This is an optimization exercise on Yosys and OpenROAD, whose aim is small area, not a production implementation. Only simulation tests tie the RTL to the original design; equivalence was not proved. Power is estimated from default activity; no workload was simulated.

--- flow/config.mk ---
export PLATFORM = sky130hd
export DESIGN_NAME = ethernet_layer
export DESIGN_NICKNAME = ethernet_layer
export VERILOG_FILES = /design/flow/design.v
export SDC_FILE = /design/flow/constraint.sdc
export NUM_CORES = 4
export LEC_CHECK = 0
export CAP_MARGIN = 20
export CORE_MARGIN = 2
export CORE_UTILIZATION = 40
export SLEW_MARGIN = 20
--- flow/constraint.sdc ---
create_clock -name core_clock -period 5.0 [get_ports {clk}]
set_input_delay 1.0000 -clock core_clock [delete_from_list [all_inputs] [get_ports {clk}]]
set_output_delay 1.0000 -clock core_clock [all_outputs]
set_load 0.01 [all_outputs]
--- flow/design.v ---
`timescale 1ns / 1ps
module ethernet_layer (
  input wire clk,
  input wire rst_n,
  output reg [47:0] mac_tx_data,
  output reg mac_tx_valid,
  input wire mac_tx_ready,
  input wire [47:0] mac_rx_data,
  input wire mac_rx_valid,
  output reg mac_rx_ready,
  input wire [31:0] tcp_ip_tx_data,
  input wire tcp_ip_tx_valid,
  output reg tcp_ip_tx_ready,
  output reg [31:0] tcp_ip_rx_data,
  output reg tcp_ip_rx_valid,
  input wire tcp_ip_rx_ready
);
  parameter PREAMBLE = 64'h55555555555555D5;
  parameter SFD = 8'hD5;
  parameter ETH_TYPE_IPV4 = 16'h0800;
  parameter MAC_ADDR_LOCAL = 48'h000A35000001;
  parameter MAC_ADDR_REMOTE = 48'h000A35000002;
  reg [1023:0] tx_buffer;
  reg [10:0] tx_length;
  reg [1023:0] rx_buffer;
  reg [10:0] rx_length;
  always @(posedge clk or negedge rst_n) begin
    if (!rst_n) begin
      tx_length <= 0;
      rx_length <= 0;
      mac_tx_valid <= 0;
      tcp_ip_rx_valid <= 0;
      tcp_ip_tx_ready <= 1;
      mac_rx_ready <= 1;
    end else begin
      if (tcp_ip_tx_valid && tcp_ip_tx_ready) begin
        tx_buffer <= {PREAMBLE, SFD, MAC_ADDR_REMOTE, MAC_ADDR_LOCAL, ETH_TYPE_IPV4, tcp_ip_tx_data};
        tx_length <= 14 + 32;  
      end
      if (mac_tx_ready && tx_length > 0) begin
        mac_tx_data <= tx_buffer[1023:976];
        mac_tx_valid <= 1;
        tx_buffer <= {tx_buffer[975:0], 48'h0};
        tx_length <= tx_length - 6;
      end else begin
        mac_tx_valid <= 0;
      end
      if (mac_rx_valid && mac_rx_ready) begin
        rx_buffer <= {rx_buffer[975:0], mac_rx_data};
        rx_length <= rx_length + 6;
      end
      if (rx_length >= 14 + 32) begin
        if (rx_buffer[1023:976] == MAC_ADDR_LOCAL && rx_buffer[959:944] == ETH_TYPE_IPV4) begin
          tcp_ip_rx_data <= rx_buffer[943:912];  
          tcp_ip_rx_valid <= 1;
        end
        rx_buffer <= {rx_buffer[911:0], 112'h0};
        rx_length <= rx_length - 14 - 32;
      end else if (tcp_ip_rx_ready) begin
        tcp_ip_rx_valid <= 0;
      end
      tcp_ip_tx_ready <= (tx_length == 0);
      mac_rx_ready <= (rx_length < 1024 - 6);
    end
  end
endmodule
--- flow/run.sh ---
#!/bin/bash
# synth_recipe.tcl (not shown) runs the flow's synth.tcl, then flattens the netlist and writes it again
# the make line also repeats each setting of config.mk as NAME=value (left out here)
make -C /OpenROAD-flow-scripts/flow DESIGN_CONFIG=/design/flow/config.mk WORK_HOME=/design/flow/orfs CLKGATE_MAP_FILE= SYNTH_SCRIPT=/design/flow/synth_recipe.tcl finish
==> summary.md <==
| Metric | Value |
|---|---|
| Status | `complete, no violations` |
| Pleak | `32.2 nW` |
| # rows | `between 150 and 200` |
| Core area | `about 180000 sq um` |
| #FFs+latches synth | `1843` |
| Via-to-Cell Ratio | `between 4 and 5` |
| Avg Inst Size Synth | `12.5 sq um` |
| IO Port Bufs | `164` |
| Max FO, Critical Path | `approximately 120` |
| Residual DRC | `0` |
| Total area of sequential cells | `around 55000 sq um` |
| Startpoint types | `register` |
| Root buf cell | `clkbuf_16` |
| H-tree Lvls | `4` |
| Reg2reg end | `rx_buffer[275]$_DFFE_PP_` |
| Synth area leader | `edfxtp_1` |
| Iter 0 DRT Violations | `between 3000 and 4000` |
| Rel. slew slack | `0.318` |
| Hold slack | `between 0.2 and 0.25 ns` |
| CTS tree | `done` |
| Worst r2r path cells | `6` |
| RSZ-0062 raised after global routing | `no` |
| I/O pin count | `170` |
| DPL Wire Length | `about 71000 microns` |
| EDFF count, synth | `roughly 1800` |
| Critical path's largest stage delay | `0.79 ns` |
| Post-Route Setup TNS | `0 ns` |
| Synthesized area | `between 70000 and 80000 sq um` |
| Area growth syn-to-layout | `13.4%` |
| Final hold vios | `0` |
| Fin crit share | `0.630` |
| Num CTS Buffers | `between 150 and 200` |
| Initial Utilization | `0.404` |
| Hold Path Class | `primary input to async pin` |
| Setup CP Type | `register to register` |
| Total wire length | `119000 microns` |
| Worst vdd ir | `between 0.0002 and 0.0003 V` |
| Critical path cell sequence | `ha_2 > a211oi_2 > o211a_4 > nand2_4 > and2_4 > buf_12` |
| Arr. time, crit path | `around 3.6 ns` |
| DRT antenna net count | `0` |
| Async SR Flop Fraction | `0.0130` |
| Height of the die | `432 microns` |
| Main synth FF type | `edfxtp_1` |
| Postcts setup bufs | `0` |
| FMAX | `~320 MHz` |
| Max clock buf depth | `3` |
| Setup-failing EPs final | `0` |
| Worst setup EP type | `register` |
| Sequential share of the synthesized area | `0.755` |
| Max_cap viols | `0` |
| Netlist cell types | `53` |
| Pre-CTS WS | `approximately 1.1 ns` |
| WP data required | `roughly 5.4 ns` |
| GPL Wtd Cong | `about 0.76` |
| Total GRT Usage | `0.128` |
| Largest net degree at the start of global routing | `352` |
| Initial antenna violation count | `4` |
| Final nets | `6070` |
| Final min period | `3.15 ns` |
| Synth top area share | `0.747` |
| # clock sinks | `approximately 1800` |
| Die Area | `roughly 190000 sq um` |
| # fillers | `about 16000` |
| R2R Setup Slk | `about 1.9 ns` |
| Clock transition at path regs | `approximately 0.060 ns` |
| Fin util | `0.458` |
| Mapped Cells | `between 5000 and 6000` |
| TritonRoute pass-1 iters | `5` |
| Ratio of cells with drive above 1 in the final layout | `0.0545` |
| Gr ovfl total | `0` |
| Number of global-route vias before repair | `roughly 36000` |
| Routed WL per cell | `between 10 and 15 microns` |
| Yosys Warn Count | `1` |
| Post_cts resized | `0` |
| Setup WS post-layout | `between 1.5 and 2 ns` |
| Max Slew Vio Count | `0` |
| Largest cells by area after synthesis | `edfxtp_1 (75%), nand2_1 (14%), and2_1 (6.9%), buf_2 (0.92%), dfrtp_1 (0.75%)` |
| DIE WIDTH | `between 400 and 500 microns` |
| R2R Path Start | `rx_length[2]$_DFFE_PN0P_` |
| Routed vias | `37800` |
| First-pass GRT wire length | `slightly below 200000 microns` |
| Hold buffers post-CTS | `0` |
| Least-Margin Pin Slew | `1.02 ns` |
| Clock Skews | `0.0204 ns` |
| Cell Pwr Density | `just over 500 nW/um^2` |
| Slowest CP cell | `o211a_4` |
| Clock latency (worst-skew pair) | `between 0.7 and 0.8 ns` |
| Area of the multi-input gates | `between 15000 and 20000 sq um` |
==> cells in the mapped netlist (2+ instances only) <==
library cell / number
nand2_1: 2750
xnor2_1: 5
clkbuf_1: 130
dfstp_2: 2
buf_1: 12
xor2_1: 2
and2_1: 802
edfxtp_1: 1819
nand2b_1: 41
buf_4: 30
nand3_1: 2
ha_1: 3
buf_2: 134
nand3b_1: 2
and3_1: 5
dfrtp_1: 22
buf_6: 7
a21o_1: 3
nor4b_1: 6
nor2_1: 9
a21oi_1: 5
o21ai_0: 2
o31ai_1: 2
inv_1: 3
nand4_1: 5
nor3_1: 9
nor4_1: 9
mux2i_1: 5
a211o_1: 4
a211oi_2: 2
==> kinds of logic (layout without fill, tap and decap cells) <==
group,count (synthesis),count (layout),share of synthesized area
adders and majority gates,3,3,0.000513
muxes,6,6,0.000839
DFF,1843,1843,0.755
and+or+nand+nor,3646,3646,0.218
AOI/OAI and AO/OA,32,32,0.00373
buffers and inverters,317,583,0.0208
other,1,6,0.0000513
xor gates and xnor gates,7,7,0.000839
==> routing by layer <==
layer | vias to the layer above | track usage | part of all wire
met5 | - | 0 | 0.00016
met4 | 2 | 0.0411 | 0.023
met3 | 184 | 0.0269 | 0.044
met2 | 629 | 0.170 | 0.40
met1 | 17300 | 0.207 | 0.53
li1 | 19700 | - | -
==> critical path, delay by kind of cell (launching register included) <==
family | cells | cell delay, ns
AOI/OAI and AO/OA | 2 | 1.11
DFF | 1 | 0.46
and+or+nand+nor | 2 | 0.44
buffers and inverters | 1 | 0.30
adders and majority gates | 1 | 0.24
==> state kept, by name (all words and copies together), names as in the netlist <==
register and cells:
tx_buffer 728, mac_tx_valid 1, tx_length 10, mac_rx_ready 1, rx_length 10, tcp_ip_rx_data 32, tcp_ip_rx_valid 1, rx_buffer 1024
mac_tx_data 35, tcp_ip_tx_ready 1
==> worst max path at each step <==
stage / startpoint / to / slack [ns] / cells after the start
after CTS: tcp_ip_tx_ready$_DFF_PN1_ / tcp_ip_tx_ready / 1.79 / 1
final: rx_length[2]$_DFFE_PN0P_ / rx_buffer[275]$_DFFE_PP_ / 1.85 / 6
after detailed placement: mac_tx_ready / tx_buffer[206]$_SDFFCE_PN1P_ / 1.15 / 6
after floorplan: rx_length[2]$_DFFE_PN0P_ / rx_buffer[0]$_SDFFCE_PP0P_ / -3.85 / 8
after global placement: mac_tx_ready / tx_buffer[202]$_SDFFCE_PN1P_ / 1.28 / 6
after global routing: rx_length[2]$_DFFE_PN0P_ / rx_buffer[653]$_DFFE_PP_ / 1.67 / 7
==> final cells by class <==
cell class                      count  share of cell area
Clock buffer                      255              0.0614
Tap cell                         2370              0.0357
Antenna cell                        1           0.0000302
Multi-Input combinational cell   3699               0.198
Inverter                            4            0.000362
Clock inverter                     80             0.00603
Sequential cell                  1843               0.666
Timing Repair Buffer              244              0.0326
==> stage by stage <==
stage | instances | instance area (sq um) | total power [W]
floorplan | 5859 | 73200 | 0.0283
global placement | 8159 | 77300 | 0.0300
detailed placement | 8159 | 77300 | 0.0302
CTS | 8494 | 82900 | 0.0432
global route | 8495 | 82900 | 0.0452
finish | 8496 | 82900 | 0.0426
==> power by group <==
group | switching, W | internal [W]
registers | 0.00158 | 0.0215
clock network | 0.00553 | 0.00729
logic | 0.00442 | 0.00226
==> layout by cell type (no fill, tap or decap), types with 4 or more instances in the layout <==
| master | n |
|---|---|
| nor3_1 | 9 |
| buf_4 | 43 |
| clkbuf_1 | 60 |
| clkinv_2 | 19 |
| and3_1 | 5 |
| dfrtp_1 | 22 |
| and2_1 | 799 |
| nand4_1 | 5 |
| xnor2_1 | 5 |
| nor4_1 | 9 |
| clkbuf_16 | 194 |
| a21oi_1 | 5 |
| inv_6 | 6 |
| clkinvlp_4 | 5 |
| nand2b_1 | 41 |
| a211o_1 | 4 |
| clkinv_1 | 43 |
| nand2_1 | 2748 |
| clkdlybuf4s50_1 | 163 |
| conb_1 | 5 |
| edfxtp_1 | 1819 |
| nor4b_1 | 6 |
| mux2i_1 | 5 |
| buf_12 | 36 |
| bufinv_16 | 4 |
| nor2_1 | 9 |

## re-timing with driven ports
The flow's constraints put no driver on any port. The routed layout listed below was extracted and timed again, unchanged, in two steps. Step 1 assumes that a clkbuf_16 drives the clock port and a buf_2 every other input. Step 2 times the ports against the registers' clock, not the clock port: input delays grow and output delays shrink by t, the midpoint of the rising clock arrivals with the driver on. Three values: no drivers, after step 1, after step 2; two values: the first two.
t (ns): 0.869
setup WS [ns]: 1.852 / 1.852 / 1.043
worst hold slack (ns): 0.226 / 0.175 / 0.417
worst setup path at the end: input to register
worst slew at a driven data input, ns: 0.12
After both steps setup and hold are still met in this run. For this run, drivers alone change the setup slack by 0.000 ns; drivers and shift together by -0.809 ns.
